From an optimization exercise on the open Yosys and OpenROAD flow, aimed at small area; shortcuts taken in it are not production practice.
The RTL was checked by simulation tests, not by an equivalence proof against the original design.

## design/flow/design.v

```verilog
`timescale 1 ns / 1 ps
module matching_cost_pc62 (input wire [61:0] x, output wire [5:0] y);
  wire s1, c2;
  assign s1 = x[0] ^ x[10] ^ x[11];
  assign c2 = (x[0] & x[10]) | (x[0] & x[11]) | (x[10] & x[11]);
  wire s3, c4;
  assign s3 = x[12] ^ x[13] ^ x[14];
  assign c4 = (x[12] & x[13]) | (x[12] & x[14]) | (x[13] & x[14]);
  wire s5, c6;
  assign s5 = x[15] ^ x[16] ^ x[17];
  assign c6 = (x[15] & x[16]) | (x[15] & x[17]) | (x[16] & x[17]);
  wire s7, c8;
  assign s7 = x[18] ^ x[19] ^ x[1];
  assign c8 = (x[18] & x[19]) | (x[18] & x[1]) | (x[19] & x[1]);
  wire s9, c10;
  assign s9 = x[20] ^ x[21] ^ x[22];
  assign c10 = (x[20] & x[21]) | (x[20] & x[22]) | (x[21] & x[22]);
  wire s11, c12;
  assign s11 = x[23] ^ x[24] ^ x[25];
  assign c12 = (x[23] & x[24]) | (x[23] & x[25]) | (x[24] & x[25]);
  wire s13, c14;
  assign s13 = x[26] ^ x[27] ^ x[28];
  assign c14 = (x[26] & x[27]) | (x[26] & x[28]) | (x[27] & x[28]);
  wire s15, c16;
  assign s15 = x[29] ^ x[2] ^ x[30];
  assign c16 = (x[29] & x[2]) | (x[29] & x[30]) | (x[2] & x[30]);
  wire s17, c18;
  assign s17 = x[31] ^ x[32] ^ x[33];
  assign c18 = (x[31] & x[32]) | (x[31] & x[33]) | (x[32] & x[33]);
  wire s19, c20;
  assign s19 = x[34] ^ x[35] ^ x[36];
  assign c20 = (x[34] & x[35]) | (x[34] & x[36]) | (x[35] & x[36]);
  wire s21, c22;
  assign s21 = x[37] ^ x[38] ^ x[39];
  assign c22 = (x[37] & x[38]) | (x[37] & x[39]) | (x[38] & x[39]);
  wire s23, c24;
  assign s23 = x[3] ^ x[40] ^ x[41];
  assign c24 = (x[3] & x[40]) | (x[3] & x[41]) | (x[40] & x[41]);
  wire s25, c26;
  assign s25 = x[42] ^ x[43] ^ x[44];
  assign c26 = (x[42] & x[43]) | (x[42] & x[44]) | (x[43] & x[44]);
  wire s27, c28;
  assign s27 = x[45] ^ x[46] ^ x[47];
  assign c28 = (x[45] & x[46]) | (x[45] & x[47]) | (x[46] & x[47]);
  wire s29, c30;
  assign s29 = x[48] ^ x[49] ^ x[4];
  assign c30 = (x[48] & x[49]) | (x[48] & x[4]) | (x[49] & x[4]);
  wire s31, c32;
  assign s31 = x[50] ^ x[51] ^ x[52];
  assign c32 = (x[50] & x[51]) | (x[50] & x[52]) | (x[51] & x[52]);
  wire s33, c34;
  assign s33 = x[53] ^ x[54] ^ x[55];
  assign c34 = (x[53] & x[54]) | (x[53] & x[55]) | (x[54] & x[55]);
  wire s35, c36;
  assign s35 = x[56] ^ x[57] ^ x[58];
  assign c36 = (x[56] & x[57]) | (x[56] & x[58]) | (x[57] & x[58]);
  wire s37, c38;
  assign s37 = x[59] ^ x[5] ^ x[60];
  assign c38 = (x[59] & x[5]) | (x[59] & x[60]) | (x[5] & x[60]);
  wire s39, c40;
  assign s39 = x[61] ^ x[6] ^ x[7];
  assign c40 = (x[61] & x[6]) | (x[61] & x[7]) | (x[6] & x[7]);
  wire s41, c42;
  assign s41 = x[8] ^ x[9] ^ s1;
  assign c42 = (x[8] & x[9]) | (x[8] & s1) | (x[9] & s1);
  wire s43, c44;
  assign s43 = s11 ^ s13 ^ s15;
  assign c44 = (s11 & s13) | (s11 & s15) | (s13 & s15);
  wire s45, c46;
  assign s45 = s17 ^ s19 ^ s21;
  assign c46 = (s17 & s19) | (s17 & s21) | (s19 & s21);
  wire s47, c48;
  assign s47 = s23 ^ s25 ^ s27;
  assign c48 = (s23 & s25) | (s23 & s27) | (s25 & s27);
  wire s49, c50;
  assign s49 = s29 ^ s3 ^ s31;
  assign c50 = (s29 & s3) | (s29 & s31) | (s3 & s31);
  wire s51, c52;
  assign s51 = s33 ^ s35 ^ s37;
  assign c52 = (s33 & s35) | (s33 & s37) | (s35 & s37);
  wire s53, c54;
  assign s53 = s39 ^ s5 ^ s7;
  assign c54 = (s39 & s5) | (s39 & s7) | (s5 & s7);
  wire s55, c56;
  assign s55 = s9 ^ s41 ^ s43;
  assign c56 = (s9 & s41) | (s9 & s43) | (s41 & s43);
  wire s57, c58;
  assign s57 = s45 ^ s47 ^ s49;
  assign c58 = (s45 & s47) | (s45 & s49) | (s47 & s49);
  wire s59, c60;
  assign s59 = s51 ^ s53 ^ s55;
  assign c60 = (s51 & s53) | (s51 & s55) | (s53 & s55);
  wire s61, c62;
  assign s61 = s57 ^ s59;
  assign c62 = s57 & s59;
  wire s63, c64;
  assign s63 = c10 ^ c12 ^ c14;
  assign c64 = (c10 & c12) | (c10 & c14) | (c12 & c14);
  wire s65, c66;
  assign s65 = c16 ^ c18 ^ c2;
  assign c66 = (c16 & c18) | (c16 & c2) | (c18 & c2);
  wire s67, c68;
  assign s67 = c20 ^ c22 ^ c24;
  assign c68 = (c20 & c22) | (c20 & c24) | (c22 & c24);
  wire s69, c70;
  assign s69 = c26 ^ c28 ^ c30;
  assign c70 = (c26 & c28) | (c26 & c30) | (c28 & c30);
  wire s71, c72;
  assign s71 = c32 ^ c34 ^ c36;
  assign c72 = (c32 & c34) | (c32 & c36) | (c34 & c36);
  wire s73, c74;
  assign s73 = c38 ^ c4 ^ c40;
  assign c74 = (c38 & c4) | (c38 & c40) | (c4 & c40);
  wire s75, c76;
  assign s75 = c6 ^ c8 ^ c42;
  assign c76 = (c6 & c8) | (c6 & c42) | (c8 & c42);
  wire s77, c78;
  assign s77 = c44 ^ c46 ^ c48;
  assign c78 = (c44 & c46) | (c44 & c48) | (c46 & c48);
  wire s79, c80;
  assign s79 = c50 ^ c52 ^ c54;
  assign c80 = (c50 & c52) | (c50 & c54) | (c52 & c54);
  wire s81, c82;
  assign s81 = s63 ^ s65 ^ s67;
  assign c82 = (s63 & s65) | (s63 & s67) | (s65 & s67);
  wire s83, c84;
  assign s83 = s69 ^ s71 ^ s73;
  assign c84 = (s69 & s71) | (s69 & s73) | (s71 & s73);
  wire s85, c86;
  assign s85 = c56 ^ c58 ^ s75;
  assign c86 = (c56 & c58) | (c56 & s75) | (c58 & s75);
  wire s87, c88;
  assign s87 = s77 ^ s79 ^ s81;
  assign c88 = (s77 & s79) | (s77 & s81) | (s79 & s81);
  wire s89, c90;
  assign s89 = s83 ^ c60 ^ s85;
  assign c90 = (s83 & c60) | (s83 & s85) | (c60 & s85);
  wire s91, c92;
  assign s91 = s87 ^ c62 ^ s89;
  assign c92 = (s87 & c62) | (s87 & s89) | (c62 & s89);
  wire s93, c94;
  assign s93 = c64 ^ c66 ^ c68;
  assign c94 = (c64 & c66) | (c64 & c68) | (c66 & c68);
  wire s95, c96;
  assign s95 = c70 ^ c72 ^ c74;
  assign c96 = (c70 & c72) | (c70 & c74) | (c72 & c74);
  wire s97, c98;
  assign s97 = c76 ^ c78 ^ c80;
  assign c98 = (c76 & c78) | (c76 & c80) | (c78 & c80);
  wire s99, c100;
  assign s99 = c82 ^ c84 ^ s93;
  assign c100 = (c82 & c84) | (c82 & s93) | (c84 & s93);
  wire s101, c102;
  assign s101 = s95 ^ c86 ^ c88;
  assign c102 = (s95 & c86) | (s95 & c88) | (c86 & c88);
  wire s103, c104;
  assign s103 = s97 ^ s99 ^ c90;
  assign c104 = (s97 & s99) | (s97 & c90) | (s99 & c90);
  wire s105, c106;
  assign s105 = s101 ^ c92 ^ s103;
  assign c106 = (s101 & c92) | (s101 & s103) | (c92 & s103);
  wire s107, c108;
  assign s107 = c94 ^ c96 ^ c98;
  assign c108 = (c94 & c96) | (c94 & c98) | (c96 & c98);
  wire s109, c110;
  assign s109 = c100 ^ c102 ^ s107;
  assign c110 = (c100 & c102) | (c100 & s107) | (c102 & s107);
  wire s111, c112;
  assign s111 = c104 ^ s109 ^ c106;
  assign c112 = (c104 & s109) | (c104 & c106) | (s109 & c106);
  wire s113, c114;
  assign s113 = c108 ^ c110 ^ c112;
  assign c114 = (c108 & c110) | (c108 & c112) | (c110 & c112);
  assign y = {c114, s113, s111, s105, s91, s61};
endmodule
module matching_cost
#(
	parameter  MAXDISPARITY = 64 ,
	parameter  MATCHINGCOSTBITWID = 6 ,
	parameter  INPUTDATAWID = 63,
	parameter  OUTPUTDATAWID = 385
  )
(
	input wire                      clk ,
	input wire                      en ,
	input wire[INPUTDATAWID-1:0]    leftCTstream ,
	input wire[INPUTDATAWID-1:0]    rightCTstream ,
	output wire[OUTPUTDATAWID-1:0]  MatchingCost ,
	input  wire                     rst_n
);
localparam RD = 70;    
localparam LD = 7;    
reg [61:0] r [0:RD-1];
reg [62:0] l [0:LD-1];
reg [6:0]  cnt;          
integer i;
always @(posedge clk)
if (en) begin
	r[0] <= rightCTstream[61:0];
	for (i = 1; i < RD; i = i + 1)
		r[i] <= r[i-1];
end
always @(posedge clk)
if (!rst_n)
	l[0] <= 63'd0;
else if (en)
	l[0] <= leftCTstream;
always @(posedge clk)
if (en) begin
	for (i = 1; i < LD; i = i + 1)
		l[i] <= l[i-1];
end
always @(posedge clk)
if (!rst_n)
	cnt <= 7'd0;
else if (en && cnt != 7'd70)
	cnt <= cnt + 7'd1;
wire [61:0] lw = l[LD-1][61:0];
wire [5:0]  pcl;
matching_cost_pc62 u_pcl (.x(lw), .y(pcl));
wire [OUTPUTDATAWID-1:0] cost;
genvar k;
generate
for (k = 0; k < MAXDISPARITY; k = k + 1) begin : disp
	wire [5:0] pc;
	matching_cost_pc62 u_pc (.x(lw ^ r[6+k]), .y(pc));
	assign cost[6*k+5:6*k] = (cnt >= 7+k) ? pc : pcl;
end
endgenerate
assign cost[OUTPUTDATAWID-1] = l[LD-1][62];
reg [OUTPUTDATAWID-1:0] out;
always @(posedge clk)
if (en)
	out <= cost;
assign MatchingCost = out;
endmodule
```

## design/flow/run.sh

```bash
#!/bin/bash
# synth_recipe.tcl (not shown) runs the flow's synth.tcl, then flattens the netlist and writes it again
# the make line also repeats each setting of config.mk as NAME=value (left out here)
make -C /OpenROAD-flow-scripts/flow DESIGN_CONFIG=/design/flow/config.mk WORK_HOME=/design/flow/orfs CLKGATE_MAP_FILE= SYNTH_SCRIPT=/design/flow/synth_recipe.tcl finish
```

## design/flow/config.mk

```make
export PLATFORM = sky130hd
export DESIGN_NAME = matching_cost
export DESIGN_NICKNAME = matching_cost
export VERILOG_FILES = /design/flow/design.v
export SDC_FILE = /design/flow/constraint.sdc
export NUM_CORES = 8
export LEC_CHECK = 0
export CAP_MARGIN = 20
export CORE_MARGIN = 2
export CORE_UTILIZATION = 40
export SLEW_MARGIN = 20
```

## design/flow/constraint.sdc

```tcl
create_clock -name core_clock -period 6.67 [get_ports {clk}]
set_input_delay 1.3340 -clock core_clock [delete_from_list [all_inputs] [get_ports {clk}]]
set_output_delay 1.3340 -clock core_clock [all_outputs]
set_load 0.01 [all_outputs]
```

==> metrics.cfg <==
[outcome]
status = finished clean

[clock_tree]
clock_path_buffers = 4
clk_latency_ns = 1.13
clk_pin_slew_ns = 0.06
clkSinkCount = 5173
cts_tree = built
cts_buffers = 588
htree_levels = 6
root_buffer = clkbuf_16

[floorplan]
die-width_um = 849
die_area_um2 = 720000
start_util_pct = 40.1
dieHeight_um = 849
pin_count = 514
core_area_um2 = 712000
std_cell_rows = 310

[synthesis]
synth-seq-cells = 5173
avgSynthCellArea_um2 = 16.1
synth_edf_count = 5103
yosysWarningCount = 3
synthArstFlopShare_pct = 0
ys.flop_type = edfxtp_1
ys_seq_area_share_pct = 54.2
synth_nets = 21600
synth_cell_type_count = 57
netlist_instances = 17700
synthesis.area_um2 = 285000

[route]
vias_per_cell = 4.86
num_vias = 141000
wl_per_cell_um = 28.6
dr.pass1.iters = 6
drt_iter0_drc = 14700
drc = 0
drtAntennaViolNets = 0
wl_um = 826000

[cells_and_area]
nNetsFinal = 22700
drive_gt1_share_pct = 9.17
nFillCells = 62000
layoutNonFillerInstCount = 28900
fin_area_um2 = 326000
syn2layout_area_growth_pct = 14.4

[global_route]
grt_pass1_vias = 150000
grt_max_degree = 197
grt-busiest-layer = met2
grt_pass1_wl_um = 1140000
antenna_found_initial = 105
grt_remaining_overflow = 0
grt_use_total_pct = 23.0
use_met3_pct = 4.26
grt_use_met2_pct = 38.3
use_met1_pct = 30.2

[setup_path]
worstPathCellList = buf_12 -> fa_1 -> inv_1 -> fa_2 -> inv_1 -> fa_1 -> inv_1 -> fa_1 -> inv_1 -> fa_1 -> inv_2 -> fa_4 -> inv_1 -> fa_4 -> fa_4 -> fa_4 -> buf_4 -> buf_12 -> buf_12 -> mux2_2
startpoint_type = flip-flop
end_kind = flip-flop
crit_fanout = 8
critPathKind = reg -> reg
crit_top_cell = inv_1
required_ns = 7.49
crit_arrival_ns = 7.41
cpPeakStageDelay_ns = 0.73
cpMaxStageDelayCell = fa_4

[sta]
hold_violations = 0
fmax_ghz = 0.152
tightest_slew_ns = 1.37
fin_skew_ns = 0.0620
fin_crit_sh_pct = 98.8
setup_tns_ns = 0
min_period_ns = 6.59
slew_viol_final = 0
setup_violations = 0
slew_headroom_pct = 8.59
rsz0062_at_grt = yes

[placed_design]
io_buffers = 512
dpl.cell_count = 27800
dpl_cell_area_um2 = 307000
dp_hpwl_um = 653000
place_congestion = 0.921

[min_path]
hp-class = reg -> reg

[run]
max-cap-violations = 0

## through the flow
stage               util, %  setup WS, ns  hold WS (ns)
finish                 45.9        0.0773         0.387
global route           45.9       -0.0424         0.410
CTS                    45.8        0.0318         0.383
detailed placement     43.2       -0.0320         0.405
global placement       43.2       -0.0141         0.400
floorplan                 -         0.332         0.400
## cell usage after synthesis, drive strengths merged (34+ instances only)
| cell | instances | area, µm² |
|---|---|---|
| edfxtp | 5103 | 153000 |
| fa | 3580 | 71700 |
| inv | 3457 | 13000 |
| xor2 | 2544 | 22300 |
| xnor2 | 1488 | 13000 |
| buf | 404 | 1770 |
| mux2 | 310 | 3490 |
| ha | 128 | 1600 |
| clkbuf | 122 | 458 |
| a21oi | 113 | 682 |
| mux2i | 83 | 831 |
| dfxtp | 70 | 1400 |
| nor2b | 65 | 407 |
| nand2 | 62 | 233 |
| nand2b | 60 | 375 |
| o21ai | 35 | 209 |
| nor2 | 34 | 130 |
## critical path, delay by kind of cell (launching register included)
family	cells	cell delay [ns]
adder cells (fa/ha/maj)	9	4.45
multiplexers	1	0.30
flip-flops	1	0.42
buffers and inverters	10	1.09
## placed cells by master (no fill, tap or decap), types with 10 or more instances in the layout
cell type / Yosys / routed
clkinv_2: 0 / 90
diode_2: 0 / 58
o21ai_2: 9 / 10
nand2b_1: 60 / 60
dfxtp_1: 70 / 65
clkbuf_16: 0 / 599
buf_12: 0 / 228
mux2i_1: 83 / 82
a21oi_2: 19 / 20
edfxtp_1: 5103 / 5103
buf_6: 1 / 12
clkinvlp_4: 0 / 22
clkdlybuf4s50_1: 0 / 510
inv_1: 3457 / 3454
inv_6: 0 / 19
clkbuf_1: 122 / 102
mux2_2: 310 / 308
bufinv_16: 0 / 48
clkinv_1: 0 / 136
xor2_1: 2544 / 2542
xnor2_1: 1488 / 1485
clkbuf_8: 0 / 10
ha_1: 128 / 127
nand2_1: 62 / 62
fa_2: 0 / 11
nor2b_1: 65 / 65
o21ai_0: 24 / 22
buf_4: 7 / 310
clkinv_8: 0 / 15
a21oi_1: 90 / 89
nor2_1: 33 / 32
fa_1: 3580 / 3565
## state kept, by name, summed over array words and instances, names as in the netlist
register  flops
cnt           7
l           441
out         385
r          4340
## cells by family after synthesis
group,count (synthesis),share of synthesized area (%)
buffers and inverters,3983,5.33
and+or+nand+nor,260,0.494
AOI/OAI and AO/OA,180,0.437
DFF,5173,54.2
xor gates and xnor gates,4032,12.4
muxes,393,1.51
adders and majority gates,3708,25.7
## layer usage
metal / part of all wire (%) / up-vias / wire length [µm]
li1: - / 58400 / -
met2: 49 / 5873 / 402000
met1: 39 / 75100 / 320000
met4: 4.5 / 14 / 37100
met3: 8.0 / 1141 / 66300
met5: 0.012 / - / 99
## cell type report
cell class | instances | area (µm²) | area share (%)
clock inverters | 348 | 3310 | 1.01
repair buffers | 1068 | 12300 | 3.77
multi-input cells | 8573 | 116000 | 35.4
diodes | 58 | 145 | 0.0445
inverters | 3457 | 13000 | 3.97
flip-flops and latches | 5173 | 155000 | 47.4
clock buffers | 709 | 15500 | 4.74
well taps | 9516 | 11900 | 3.65
## path summary, 6_finish.rpt
path / start / end / slack (ns) / depth (start not counted)
hold reg to reg: l[5][9]$_DFFE_PP_ / l[6][9]$_DFFE_PP_ / 0.39 / 0
hold / removal: l[5][9]$_DFFE_PP_ / l[6][9]$_DFFE_PP_ / 0.39 / 0
setup reg to reg: l[6][0]$_DFFE_PP_ / out[124]$_DFFE_PP_ / 0.08 / 20
setup / recovery: l[6][0]$_DFFE_PP_ / out[124]$_DFFE_PP_ / 0.08 / 20
## repair_timing
item | 4_1_cts | 5_1_grt
cloned | 0 | 2
gates resized for setup | 1 | 38
setup endpoints to repair | 2 | 74
pin swaps | 1 | 10
setup buffers | 2 | 16
hold buffers | 0 | 0

-- re-timing with driven ports --
No port has a modelled driver above. Below, the same layout with a new extraction and two added sets of constraints. Step 1 assumes that a clkbuf_16 drives the clock port and a buf_2 every other input. Step 2 adds t to the input delays and takes it off the output delays; t is the mean of the earliest and latest rising clock arrival at the registers after step 1. Input paths then give back, and output paths get back, about the clock's delay inside the block. Slacks: no drivers / after step 1 / after step 2; pairs: no drivers / after step 1.
t, ns: 1.240
setup slack, ns: 0.077 / 0.077 / 0.077
worst setup path after step 2: register to register
After both steps this run still meets setup and hold. For this run, drivers alone change the setup slack by 0.000 ns; drivers and shift together by 0.000 ns.
